This is an optimization exercise on Yosys and OpenROAD, whose aim is a short achievable clock period and few clock cycles, not a production implementation.
In this exercise RTL edits were held to simulation tests only and were not proved equivalent to the original.
No activity file was given, so power comes from the tool's default toggle rates.

==> job 3052: inputs <==
// MIPScore
module MIPScore(
	input clk,
	input reset,
	output [31:0] pc,
	input  [31:0] instr,
	output        memwrite,
	output [31:0] aluout, writedata,
	input  [31:0] readdata
);
	function [31:0] onehot(input [4:0] r);
		onehot = 32'b1 << r;
	endfunction
	reg  [31:0] pcF;
	reg  [31:0] ras;           
	reg         vD;
	reg  [31:0] irD;
	reg  [31:0] pcD4;          
	reg  [31:0] jrpD;          
	reg  [31:0] rsohD, rtohD;  
	reg  [4:0]  wdD;           
	reg         dR, dAdd, dSub, dAnd, dOr, dSltu, dLui, dOri, dJal;
	reg         dMfhi, dMflo, dMult, dLw, dSw, dBeq, dBeqSame, dJr;
	reg         ldhazD;        
	reg         vE;
	reg  [31:0] A, B, Bop;     
	reg  [31:0] pcE4, btgtE, jrpE;
	reg  [4:0]  wdE;
	reg         eAdd, eSub, eAnd, eOr, eSltu, eLui, eJal;
	reg         eMfhi, eMflo, eMult, eLw, eSw, eBeq, eJr;
	reg  [4:0]  rsE, rtE;
	reg         mw;            
	reg         ldM;           
	reg  [4:0]  wdM;           
	reg  [31:0] resM, addrM, wdataM;
	reg  [31:0] hi, lo;
	reg  [31:0] opA, opB;
	reg         mv1, mv2;      
	wire [63:0] prod;
	Multiplier mul(clk, opA, opB, prod);
	reg  [31:0] rf [1:31];
	wire [31:0] sum  = A + Bop;
	wire [32:0] diff = {1'b0, A} - {1'b0, Bop};
	wire        eq   = A == B;
	wire [31:0] resE = ({32{eAdd}}  & sum)
	                 | ({32{eSub}}  & diff[31:0])
	                 | ({32{eAnd}}  & (A & Bop))
	                 | ({32{eOr}}   & (A | Bop))
	                 | ({32{eSltu}} & {31'b0, diff[32]})
	                 | ({32{eLui}}  & Bop)
	                 | ({32{eJal}}  & pcE4)
	                 | ({32{eMfhi}} & hi)
	                 | ({32{eMflo}} & lo);
	wire        redirBeq = vE & eBeq & eq;
	wire        redirJr  = vE & eJr & (A != jrpE);
	wire        redirE   = redirBeq | redirJr;
	wire [31:0] tgtE     = eBeq ? btgtE : A;
	wire [4:0]  rsD = irD[25:21];
	wire [4:0]  rtD = irD[20:16];
	reg  [31:0] rfA, rfB;
	integer k;
	always @* begin
		rfA = 32'b0; rfB = 32'b0;
  ...
Settings: LEC_CHECK=0, CAP_MARGIN=20, CORE_MARGIN=2, CORE_UTILIZATION=45, CTS_CLUSTER_DIAMETER=100, CTS_CLUSTER_SIZE=20, SLEW_MARGIN=20; clock period 14.0 ns.
standard.sh (not shown) runs the stock make flow with config.mk's settings and CLKGATE_MAP_FILE= SYNTH_SCRIPT=/design/flow/synth_recipe.tcl, a recipe that flattens the netlist after the stock synthesis.
==> flow/flow/run.sh <==
#!/bin/bash
# Own flow: the standard layout (standard.sh, unchanged synthesis and
# steps), with repair_timing asked to leave a larger setup margin, so that the
# resizer works on the paths that set the achieved period (the design runs far
# faster than the design's clock period, which leaves nothing to repair
# otherwise). Constraints and clock period are the standard flow's own.
set -euo pipefail
export SETUP_SLACK_MARGIN=$(cat flow/margin.txt)
bash standard.sh > standard_flow.log 2>&1
==> flow/flow/margin.txt <==
10.5
==> job 4657 (differences from job 3052) <==
--- a/flow/config.mk
+++ b/flow/config.mk
@@ -8,6 +8,4 @@
 export CAP_MARGIN = 20
 export CORE_MARGIN = 2
 export CORE_UTILIZATION = 45
-export CTS_CLUSTER_DIAMETER = 100
-export CTS_CLUSTER_SIZE = 20
 export SLEW_MARGIN = 20
==> results.yml <==
run_status:
  run_status: "complete, no violations"
cts:
  post_cts_resized: 886
  cts_buffers: 121
worst_setup_path:
  cpPeakStageDelay_ns: 0.41
  worstReg2RegStart: "rsohD[14]"
cells_and_area:
  clock_area_frac: 0.0287
  multi_input_area_share: 0.435
  fillers: 22138
global_route:
  antenna_found_initial: 42
timing:
  fmax_mhz: 238
  slew_headroom: 0.163
  whs_ns: 0.332
detailed_routing:
  dr_wl_met2_mm: 199
power:
  powerClk_mw: 3.88
[end of results for job 3052]
==> results.yml <==
cts:
  post_cts_resized: 873
  cts_buffers: 218
power:
  powerClk_mw: 6.09
timing:
  slew_headroom: 0.136
  whs_ns: 0.327
  fmax_mhz: 237
cells_and_area:
  fillers: 21765
  multi_input_area_share: 0.423
run_status:
  run_status: "complete, no violations"
global_route:
  antenna_found_initial: 39
worst_setup_path:
  cpPeakStageDelay_ns: 0.40
[end of results for job 4657]
Testbench counts of job 3052, summed over its fixed seeds: cycles 57,080.
Testbench counts of job 4657, summed over its fixed seeds: cycles 57,080.

## re-timing with driven ports
Ports are ideal in the flow. The routed layouts listed here were re-timed in OpenROAD.
Step 1 sets driving cells, clkbuf_16 on the clock port and buf_2 on the other inputs (assumed; they add their load-dependent delay and slew).
Step 2 also shifts input and output timing later by t, the mid clock arrival at the registers, as if the neighbouring blocks saw the same clock.
Three values: ideal ports, drivers, drivers and shift; two values: the first two.
| run | shift t [ns] | setup slack, ns | hold slack, ns | worst setup path after step 2 |
|---|---|---|---|---|
| job 3052 | 0.958 | 9.803 / 9.714 / 9.538 | 0.332 / 0.332 / 0.332 | input to register |
| job 4657 | 0.991 | 9.776 / 9.666 / 9.499 | 0.327 / 0.327 / 0.327 | input to register |
After both steps setup and hold are still met in every run listed. The setup slack of job 4657, which loses most, moves by -0.110 ns with the drivers and by -0.277 ns with both steps.
